Context: an optimization exercise on an open-source flow, tuned for small area. The choices shown serve that exercise and are no tape-out recipe.
Function was checked by simulation only, so behaviour that the tests miss may differ from the original.
No activity file was given, so power comes from the tool's default toggle rates.

Setup of run 1:
// speck_uart_top_v3
module speck_uart_top_v3 (
    input  wire clk,
    input  wire rst,
    input  wire uart_rxd,
    output wire uart_txd
);
    localparam [3:0] S_CMD    = 4'b0000,    
                     S_KEY    = 4'b0001,    
                     S_BLK_D  = 4'b0010,    
                     S_BLK_E  = 4'b0011,
                     S_DEC    = 4'b0100,    
                     S_TX     = 4'b0101,    
                     S_WAIT_D = 4'b0110,    
                     S_WAIT_E = 4'b0111,
                     S_FD     = 4'b1110,    
                     S_FK_E   = 4'b1111,    
                     S_FK_D   = 4'b1101,    
                     S_IK_E   = 4'b1011,    
                     S_IK_D   = 4'b1001,    
                     S_ID     = 4'b1000;    
    reg  [3:0]  st;
    wire        run = st[3];
    wire        fwd = st[2];
    wire        dk  = st[0];
    reg  [4:0]  ph;
    reg  [4:0]  cnt;       
    reg  [3:0]  bn;        
    reg         rx_busy;
    reg         sp;        
    reg         rb;        
    reg         key_ok;
    reg         tx_out;
    reg  [31:0] X, Y, K, L0, L1, L2;
    reg  [7:0]  S8;        
    reg  [2:0]  S3;        
    reg         cy;        
    assign uart_txd = tx_out;
    wire slot_end = (ph == 5'd31);
    wire ph_0     = (ph == 5'd0);
    wire lo8      = (ph[4:3] == 2'b00);                        
    wire lo3      = lo8 & ~(ph[2] | (ph[1] & ph[0]));          
    wire hi3      = (ph[4:2] == 3'b111) & (ph[1] | ph[0]);     
    wire lt24     = ~(ph[4] & ph[3]);
    wire f_d  = run & fwd & ~dk;
    wire f_k  = run & fwd & dk;
    wire i_d  = run & ~fwd & ~dk;
    wire i_k  = run & ~fwd & dk;
    reg cb;
    always @(*) begin
        case (ph[2:0])
            3'd0:    cb = cnt[0];
            3'd1:    cb = cnt[1];
            3'd2:    cb = cnt[2];
            3'd3:    cb = cnt[3];
            default: cb = cnt[4];
        endcase
    end
    wire ib = lo8 & ~(ph[2] & (ph[1] | ph[0])) & (cb ^ ~fwd);
    wire p0  = ~dk ? X[0] : (fwd ? L0[0] : L2[0]);
    wire p8  = ~dk ? X[8] : L0[8];
    wire p3  = ~dk ? X[3] : L2[3];
    wire q0  = ~dk ? Y[0] : K[0];
    wire q3  = ~dk ? Y[3] : K[3];
    wire q29 = ~dk ? Y[29] : K[29];
    wire r   = ~dk ? K[0] : ib;
    wire qnew_i = hi3 ? S3[1] : (q3 ^ p3);
    wire ea     = fwd ? (lt24 ? p8 : S8[0]) : (p0 ^ r);
  ...
==> flow/config.mk <==
export PLATFORM = sky130hd
export DESIGN_NAME = speck_uart_top_v3
export DESIGN_NICKNAME = speck_uart_top_v3
export VERILOG_FILES = /design/flow/design.v
export SDC_FILE = /design/flow/constraint.sdc
export NUM_CORES = 4
export LEC_CHECK = 0
export CAP_MARGIN = 20
export CORE_MARGIN = 2
export CORE_UTILIZATION = 65
export PLACE_DENSITY = 0.8
export SLEW_MARGIN = 20
==> flow/constraint.sdc <==
create_clock -name core_clock -period 10.0 [get_ports {clk}]
set_input_delay 2.0000 -clock core_clock [delete_from_list [all_inputs] [get_ports {clk}]]
set_output_delay 2.0000 -clock core_clock [all_outputs]
set_load 0.01 [all_outputs]
standard.sh (not shown) runs the stock make flow with config.mk's settings and CLKGATE_MAP_FILE= SYNTH_SCRIPT=/design/flow/synth_recipe.tcl, a recipe that flattens the netlist after the stock synthesis.
==> flow/flow/run.sh <==
#!/bin/bash
# Own layout flow: the standard flow (standard.sh) with three changes.
#  1. After the standard synthesis, the combinational logic is re-mapped by
#     Yosys/ABC for area, with a few ABC scripts; the smallest result is kept.
#     Every flip-flop instance is kept as it is (same name, same cell); each
#     new netlist is checked against the standard one with a combinational
#     equivalence proof (flip-flops as cut points), and the standard netlist
#     is kept if no re-mapped netlist passes.
#  2. Clock tree synthesis uses small clock buffers and no dummy loads.
#  3. The port buffers are the smallest buffer cell.
# Each tool writes its full output to a log file in this folder.
set -euo pipefail
export BUFFER_PORTS_ARGS="-buffer_cell sky130_fd_sc_hd__buf_1"
export CTS_ARGS="-sink_clustering_enable -repair_clock_nets -dont_use_dummy_load -buf_list sky130_fd_sc_hd__clkbuf_4 -sink_clustering_size 10 -sink_clustering_max_diameter 40"

bash standard.sh synth > synth.log 2>&1

R=orfs/results/${FLOW_PLATFORM}/speck_uart_top_v3/base
LIB=${FLOW_HOME}/platforms/${FLOW_PLATFORM}/lib/sky130_fd_sc_hd__tt_025C_1v80.lib
YOSYS=${FLOW_HOME}/../tools/install/yosys/bin/yosys
[ -x "$YOSYS" ] || YOSYS=yosys

cp $R/1_2_yosys.v std_netlist.v
SEQ=$(grep -o "sky130_fd_sc_hd__[a-z]*df[a-z0-9_]*" std_netlist.v | sort -u | tr '\n' ' ')

SCRIPTS=(
  ""
  "-script +&get,-n;&st;&dch,-f;&nf,-R,1000;&put"
  "-script +&get,-n;&st;&dch,-f;&nf,-R,1000;&put;&get,-n;&st;&dch,-f;&nf,-R,1000;&put"
  "-script +&get,-n;&st;&syn2;&dch,-f;&nf,-R,1000;&put"
  "-script +&get,-n;&st;&if,-K,4,-a;&mfs;&st;&dch,-f;&nf,-R,1000;&put"
  "-script +&get,-n;&st;&if,-K,6,-a;&mfs;&st;&dch,-f;&nf,-R,1000;&put"
  "-script +&get,-n;&st;&dch,-f;&if,-K,3,-a;&mfs;&st;&dch,-f;&nf,-R,1000;&put"
  "-script +&get,-n;&st;&dch,-f;&if,-K,6,-a;&mfs;&st;&dch,-f;&nf,-R,1000;&put;&get,-n;&st;&dch,-f;&nf,-R,1000;&put"
)

best=""
best_area=""
for n in "${!SCRIPTS[@]}"; do
  cat > reopt_$n.ys <<EOY
read_liberty -ignore_miss_func $LIB
blackbox $SEQ
read_verilog std_netlist.v
hierarchy -top ${FLOW_TOP}
flatten
opt -purge
abc -liberty $LIB -dont_use *probe* -dont_use *lpflow* ${SCRIPTS[$n]}
opt_clean -purge
hilomap -singleton -hicell sky130_fd_sc_hd__conb_1 HI -locell sky130_fd_sc_hd__conb_1 LO
splitnets
opt_clean -purge
insbuf -buf sky130_fd_sc_hd__buf_4 A X
tee -o reopt_$n.stat stat -liberty $LIB
write_verilog -noattr -noexpr -nohex -nodec reopt_$n.v
EOY
  cat > equiv_$n.ys <<EOY
read_liberty -ignore_miss_func $LIB
blackbox $SEQ
read_verilog std_netlist.v
rename ${FLOW_TOP} gold
read_verilog reopt_$n.v
rename ${FLOW_TOP} gate
flatten gold gate
rename -hide w:_*
rename -hide w:*.*
opt_clean
equiv_make gold gate equiv
hierarchy -top equiv
equiv_simple -seq 0
equiv_status -assert
EOY
  if "$YOSYS" -l reopt_$n.log -s reopt_$n.ys > /dev/null 2>&1 && \
     "$YOSYS" -l equiv_$n.log -s equiv_$n.ys > /dev/null 2>&1; then
    area=$(awk '/Chip area for module/ {print $NF}' reopt_$n.stat | tail -1)
    echo "script $n: area $area, proven" >> reopt_status.txt
    if [ -z "$best" ] || awk -v a="$area" -v b="$best_area" 'BEGIN {exit !(a < b)}'; then
      best=$n
      best_area=$area
    fi
  else
    echo "script $n: failed or not proven" >> reopt_status.txt
  fi
done

if [ -n "$best" ]; then
  cp reopt_$best.v $R/1_2_yosys.v
  touch $R/1_2_yosys.v
  echo "re-mapped netlist $best in use (area $best_area)" >> reopt_status.txt
else
  echo "standard netlist in use" >> reopt_status.txt
fi

bash standard.sh > flow.log 2>&1
Run 1: done, clean on timing, DRC and antenna
> inputs changed (run 1 -> run 2)
--- a/flow/flow/run.sh
+++ b/flow/flow/run.sh
@@ -12,5 +12,5 @@
 set -euo pipefail
 export BUFFER_PORTS_ARGS="-buffer_cell sky130_fd_sc_hd__buf_1"
-export CTS_ARGS="-sink_clustering_enable -repair_clock_nets -dont_use_dummy_load -buf_list sky130_fd_sc_hd__clkbuf_4 -sink_clustering_size 10 -sink_clustering_max_diameter 40"
+export CTS_ARGS="-sink_clustering_enable -repair_clock_nets -dont_use_dummy_load -buf_list sky130_fd_sc_hd__clkbuf_4 -sink_clustering_size 11 -sink_clustering_max_diameter 45"
 
 bash standard.sh synth > synth.log 2>&1
==> comparison <==
Cmp run 1 and run 2 / area growth from synthesis to layout / higher: run 1. Re number of non-clock buffers in the layout: no difference whatsoever between run 2 and run 1. Run 2 -> run 1: die area delta 0, exact match. Run 2 -> run 1: H-tree depth reported by CTS delta 0, exact match.
Changes in run 3 relative to run 2:
--- a/flow/flow/run.sh
+++ b/flow/flow/run.sh
@@ -12,5 +12,5 @@
 set -euo pipefail
 export BUFFER_PORTS_ARGS="-buffer_cell sky130_fd_sc_hd__buf_1"
-export CTS_ARGS="-sink_clustering_enable -repair_clock_nets -dont_use_dummy_load -buf_list sky130_fd_sc_hd__clkbuf_4 -sink_clustering_size 11 -sink_clustering_max_diameter 45"
+export CTS_ARGS="-sink_clustering_enable -repair_clock_nets -dont_use_dummy_load -buf_list sky130_fd_sc_hd__clkbuf_4 -sink_clustering_size 10 -sink_clustering_max_diameter 80"
 
 bash standard.sh synth > synth.log 2>&1
==> comparison <==
Compared with run 2, in run 3 design area essentially unchanged, register-to-register slack decreased 0.08 ns, sequential share of layout area essentially unchanged. Synthesis-to-finish area growth across run 2 and run 3: no real change. Compared run 3 against run 2; maximum cell stage delay along the critical path within noise. Run 3 vs run 2: worst voltage drop across the vdd grid up in run 3. Taking run 2 as the reference point, the clock group share of total power of run 3 rises by 0.4 points. | overall power | run 3 vs run 2 | 0.52% higher |. Where minimum clock period is concerned, run 2 is better than run 3. Taking run 2 as the reference point, the clock latency on the worst-skew pair of run 3 rises by 0.02 ns.

-- separate check: timing with driven ports --
The flow's constraints put no driver on any port. The routed layouts listed below were extracted and timed again, unchanged, in two steps. Step 1 assumes that a clkbuf_16 drives the clock port and a buf_2 every other input. Step 2, shift: input delay + t, output delay - t, t = (earliest + latest rising clock arrival at the registers) / 2. This alone moves slack from input paths to output paths. a / b / c = no drivers / after step 1 / after step 2; a / b = the first two.
| run | t, ns | slack for setup (ns) | worst setup path at the end | latest minus earliest clock arrival (ns) | worst register clock-pin slew, ns |
|---|---|---|---|---|---|
| run 1 | 0.597 | 6.611 / 6.611 / 6.611 | register to register | 0.056 / 0.056 | 0.11 / 0.11 |
| run 2 | 0.589 | 6.711 / 6.692 / 6.711 | register to register | 0.044 / 0.044 | 0.11 / 0.11 |
| run 3 | 0.598 | 6.631 / 6.631 / 6.631 | register to register | 0.077 / 0.077 | 0.11 / 0.11 |
After both steps every run listed still meets setup and hold.
